Context: an optimization exercise on an open-source flow, tuned for small area and a short achievable clock period. The choices shown serve that exercise and are no tape-out recipe. In this exercise RTL edits were held to simulation tests only and were not proved equivalent to the original.

P:
// SRGL
module SRGL(
    input wire clk,
    input wire reset,
    input wire mov,
    input wire signed [31:0] mpu_valor,
    input wire [7:0] letra_base,
    input wire mpu_valid,
    output reg ready,
    output reg [7:0] letra_final
);
reg [4:0] write_ptr;
reg buffer_full;
reg [13:0] sr0;
reg [13:0] sr1;
reg [13:0] sr2;
reg [13:0] sr3;
reg [13:0] sr4;
reg [13:0] sr5;
reg [13:0] sr6;
reg [13:0] sr7;
reg [13:0] sr8;
reg [13:0] sr9;
reg [13:0] sr10;
reg [13:0] sr11;
reg [13:0] sr12;
reg [13:0] sr13;
reg [13:0] sr14;
reg [13:0] sr15;
reg [13:0] sr16;
reg [13:0] sr17;
reg [13:0] sr18;
reg [13:0] sr19;
reg [13:0] sr20;
reg [13:0] sr21;
reg [13:0] sr22;
reg [13:0] sr23;
reg [13:0] sr24;
reg [13:0] sr25;
reg [13:0] sr26;
reg [13:0] sr27;
reg [13:0] sr28;
reg [13:0] sr29;
reg [20:0] acc;         
reg signed [6:0] hmin, hmax;  
wire en = mpu_valid & ~buffer_full;
wire first = (write_ptr == 5'd0);
wire [15:0] x = mpu_valor[15:0];
wire signed [6:0] xh = mpu_valor[15:9];
always @(posedge clk or posedge reset) begin
    if (reset) begin
        write_ptr <= 5'd0;
        buffer_full <= 1'b0;
    end else begin
        if (en) begin
            if (write_ptr == 5'd29) buffer_full <= 1'b1;
            else write_ptr <= write_ptr + 5'd1;
        end
        if (!mov) begin
            write_ptr <= 5'd0;
            buffer_full <= 1'b0;
        end
    end
end
wire [20:0] acc_base = first ? 21'd0 : acc;
wire [20:0] acc_next;
always @(posedge clk) begin
    if (en) begin
        sr0 <= ~x[13:0];
        sr1 <= sr0;
        sr2 <= sr1;
        sr3 <= sr2;
        sr4 <= sr3;
        sr5 <= sr4;
        sr6 <= sr5;
        sr7 <= sr6;
        sr8 <= sr7;
        sr9 <= sr8;
        sr10 <= sr9;
        sr11 <= sr10;
        sr12 <= sr11;
        sr13 <= sr12;
        sr14 <= sr13;
        sr15 <= sr14;
        sr16 <= sr15;
        sr17 <= sr16;
        sr18 <= sr17;
  ...
Size in the first run: ~3000 cells after synthesis, about 470 flip-flops, roughly 44000 µm² of cells after synthesis.
==> flow/config.mk <==
export PLATFORM = sky130hd
export DESIGN_NAME = SRGL
export DESIGN_NICKNAME = SRGL
export VERILOG_FILES = /design/flow/design.v
export SDC_FILE = /design/flow/constraint.sdc
export NUM_CORES = 4
export LEC_CHECK = 0
export ABC_AREA = 1
export CAP_MARGIN = 20
export CORE_MARGIN = 2
export CORE_UTILIZATION = 65
export SLEW_MARGIN = 20
export SYNTH_HIERARCHICAL = 1
export SYNTH_MINIMUM_KEEP_SIZE = 0
==> flow/constraint.sdc <==
create_clock -name core_clock -period 90.0 [get_ports {clk}]
set_input_delay 18.0000 -clock core_clock [delete_from_list [all_inputs] [get_ports {clk}]]
set_output_delay 18.0000 -clock core_clock [all_outputs]
set_load 0.01 [all_outputs]
run.sh (not shown) runs the stock make flow with config.mk's settings and CLKGATE_MAP_FILE= SYNTH_SCRIPT=/design/flow/synth_recipe.tcl, a recipe that flattens the netlist after the stock synthesis.
P has completed all stages; timing, DRC and antenna checks passed.
Input-level comparison between Q and P:
Settings: CTS_BUF_LIST newly set to sky130_fd_sc_hd__clkbuf_4.
## What came out
Q did not stop at any stage, and its layout met the timing, DRC and antenna checks.
P finished end to end and its layout was clean on timing, DRC and antenna.
Diff P..Q | adder and majority cell fraction of the synthesized area | unchanged
Any difference in cell area after layout between Q and P is small enough to ignore.
Q — vias after detailed routing 484 higher, P as reference
Summary of the comparison: proportion of cell area spent on the clock network is higher in Q, relative to P.
P → Q: H-tree level count higher, total wirelength of the detailed-routed design higher, final cell count higher.
Modified inputs, R compared to Q
Settings: removing CTS_BUF_LIST (formerly sky130_fd_sc_hd__clkbuf_4); changing CORE_UTILIZATION from 65 to 40.
Notes after the runs:
- R was carried through to the last stage, and its layout satisfied the timing, DRC and antenna checks.
- Via count normalized by instance count: R vs Q down 0.88
- R ends up with a count of clock-buffer cells in the layout that is 68% lower than in Q.
- Q → R: fmax flat; routed wire length on met2 grew by 2.1%; first-pass GRT wire length decreased 2200 µm; sequential share of layout area down 0.31 points; number of global-route vias before repair saw a decrease.
- Min die area across Q and R: Q
- The actual transition at the worst max-transition pin reported for R is greater than that of Q by 0.079 ns.
- Diff Q..R | number of sinks handled by clock tree synthesis | unchanged
- | initial antenna violation count | higher: Q |
--- input diff R..S ---
Settings: CORE_UTILIZATION: 40 -> 65; CTS_CLUSTER_SIZE: unset -> 40; CTS_CLUSTER_DIAMETER: unset -> 100.
## What came out
- When S is measured against R, its largest fanout on the critical path turns out 3 lower.
- Delta (S minus R): share of final layout cell area taken by non-clock buffers has remained practically unchanged; detailed route wirelength on metal3 has increased.
- Relative to R, the non-clock buffer count of S is higher by 3.
diff inputs: S => T
Settings: CTS_CLUSTER_DIAMETER: 100 -> unset; CTS_CLUSTER_SIZE: 40 -> 30; CTS_BUF_LIST: unset -> sky130_fd_sc_hd__clkbuf_8.
## What came out
- Taking S as the reference, in T number of DRC violations after detailed routing level; relative area of non-clock buffer cells in the final design level; global-route usage moved up; cell count moved up; final area moved up.
- Relative to S, the wire length measured on T has increased slightly.
- Comparing T and S, the higher share of cell area taken by flip-flops and latches was measured on S.
- Side by side, number of clock buffers inserted by TritonCTS turned out higher in T than in S.

========
== amber ==
Another version of the RTL of SRGL (not shown whole).
Size in the first run: about 3900 cells after synthesis, ~53 I/O pins.
## SRGL
module SRGL(
    input wire clk,
    input wire reset,
    input wire mov,
    input wire signed [31:0] mpu_valor,
    input wire [7:0] letra_base,
    input wire mpu_valid,
    output reg ready,
    output reg [7:0] letra_final
);
reg [4:0] write_ptr;
reg buffer_full;
reg [13:0] sr0;
reg [13:0] sr1;
reg [13:0] sr2;
reg [13:0] sr3;
reg [13:0] sr4;
reg [13:0] sr5;
reg [13:0] sr6;
reg [13:0] sr7;
reg [13:0] sr8;
reg [13:0] sr9;
reg [13:0] sr10;
reg [13:0] sr11;
reg [13:0] sr12;
reg [13:0] sr13;
reg [13:0] sr14;
reg [13:0] sr15;
reg [13:0] sr16;
reg [13:0] sr17;
reg [13:0] sr18;
reg [13:0] sr19;
reg [13:0] sr20;
reg [13:0] sr21;
reg [13:0] sr22;
reg [13:0] sr23;
reg [13:0] sr24;
reg [13:0] sr25;
reg [13:0] sr26;
reg [13:0] sr27;
reg [13:0] sr28;
reg [13:0] sr29;
reg [20:0] acc;         
reg signed [6:0] hmin, hmax;  
wire en = mpu_valid & ~buffer_full;
wire first = (write_ptr == 5'd0);
wire [15:0] x = mpu_valor[15:0];
wire signed [6:0] xh = mpu_valor[15:9];
always @(posedge clk or posedge reset) begin
    if (reset) begin
        write_ptr <= 5'd0;
        buffer_full <= 1'b0;
    end else begin
        if (en) begin
            if (write_ptr == 5'd29) buffer_full <= 1'b1;
            else write_ptr <= write_ptr + 5'd1;
        end
        if (!mov) begin
            write_ptr <= 5'd0;
            buffer_full <= 1'b0;
        end
    end
end
wire [20:0] acc_base = first ? 21'd0 : acc;
wire [20:0] acc_next;
always @(posedge clk) begin
    if (en) begin
        sr0 <= ~x[13:0];
        sr1 <= sr0;
        sr2 <= sr1;
        sr3 <= sr2;
        sr4 <= sr3;
        sr5 <= sr4;
        sr6 <= sr5;
        sr7 <= sr6;
        sr8 <= sr7;
        sr9 <= sr8;
        sr10 <= sr9;
        sr11 <= sr10;
        sr12 <= sr11;
        sr13 <= sr12;
        sr14 <= sr13;
        sr15 <= sr14;
  ...
export LEC_CHECK = 0
export ABC_AREA = 1
export CAP_MARGIN = 20
export CORE_MARGIN = 2
export CORE_UTILIZATION = 65
export CTS_CLUSTER_DIAMETER = 80
export CTS_CLUSTER_SIZE = 30
export PLACE_DENSITY = 0.75
export SLEW_MARGIN = 20
export SYNTH_HIERARCHICAL = 1
export SYNTH_MINIMUM_KEEP_SIZE = 0
create_clock -name core_clock -period 90.0 [get_ports {clk}]
Modified inputs, indigo compared to amber
- PLACE_DENSITY: 0.75 -> unset
## What came out
Diff amber -> indigo: total number of vias moved up; area growth from synthesis to layout level; number of vias per cell moved up.
| logic depth of the worst path, buffers included | indigo vs amber | about 2.6% higher |
Register-to-register slack (higher): amber
The number of fill cells in indigo sits 46 below the value recorded for amber.
Compared with amber, indigo shows first-pass GRT wire length that has gone up by a few percent.
indigo vs amber on count of plain and timing-repair buffers: indigo is the lower one.
Slowest cell on the critical path = buf_4: indigo; slowest cell on the critical path = fa_1: amber
In the tables for indigo and amber, worst clock skew on the final layout reads lower with amber.

========
Setup of old:
Starting RTL as in the previous note.
make LEC_CHECK=0 ABC_AREA=1 CAP_MARGIN=20 CORE_MARGIN=2 CORE_UTILIZATION=65 CTS_CLUSTER_DIAMETER=80 CTS_CLUSTER_SIZE=30 PLACE_DENSITY=0.88 SLEW_MARGIN=20 SYNTH_HIERARCHICAL=1 SYNTH_MINIMUM_KEEP_SIZE=0 finish   # period 90.0 ns
Input-level comparison between new and old:
Settings: removing PLACE_DENSITY (formerly 0.88); changing ABC_AREA from 1 to 0.
[summary]
- Diff old -> new: maximum number of pins on one net before global-route repair has increased.
- Met3 wire length (old / new): 1.5
- new — tap cell count 9 higher, old as reference
- new vs old: post-synth net total down in new
- On new: post-synthesis cell area is about 0.5% higher than what old gave.

-- static timing again, ports no longer ideal --
The results above use ideal ports. As a check the final layouts listed here were re-extracted and re-timed, cells and wires unchanged. Step 1: set_driving_cell puts a clkbuf_16 on clk and a buf_2 on each other input, an assumption about the parent block. Step 2, shift: input delay + t, output delay - t, t = (earliest + latest rising clock arrival at the registers) / 2. This alone moves slack from input paths to output paths. Slacks: ideal / step 1 / step 2; pairs: ideal / step 1.
| run | t (ns) | setup slack, ns | cell pins on the clock port's net |
|---|---|---|---|
| P | 0.684 | 56.949 / 56.995 / 56.311 | 1 |
| Q | 1.044 | 57.384 / 57.430 / 56.385 | 1 |
| R | 0.702 | 57.307 / 57.351 / 56.649 | 1 |
| S | 0.702 | 57.024 / 57.070 / 56.368 | 1 |
| T | 0.752 | 57.031 / 57.076 / 56.323 | 1 |
| amber | 0.664 | 60.616 / 60.661 / 59.997 | 1 |
| indigo | 0.668 | 60.114 / 60.156 / 59.488 | 1 |
| old | 0.702 | 60.312 / 60.353 / 59.652 | 1 |
| new | 0.662 | 59.905 / 59.948 / 59.286 | 1 |
After both steps every run listed still meets setup and hold. The setup slack of Q, which loses most, moves by +0.046 ns with the drivers and by -0.999 ns with both steps.
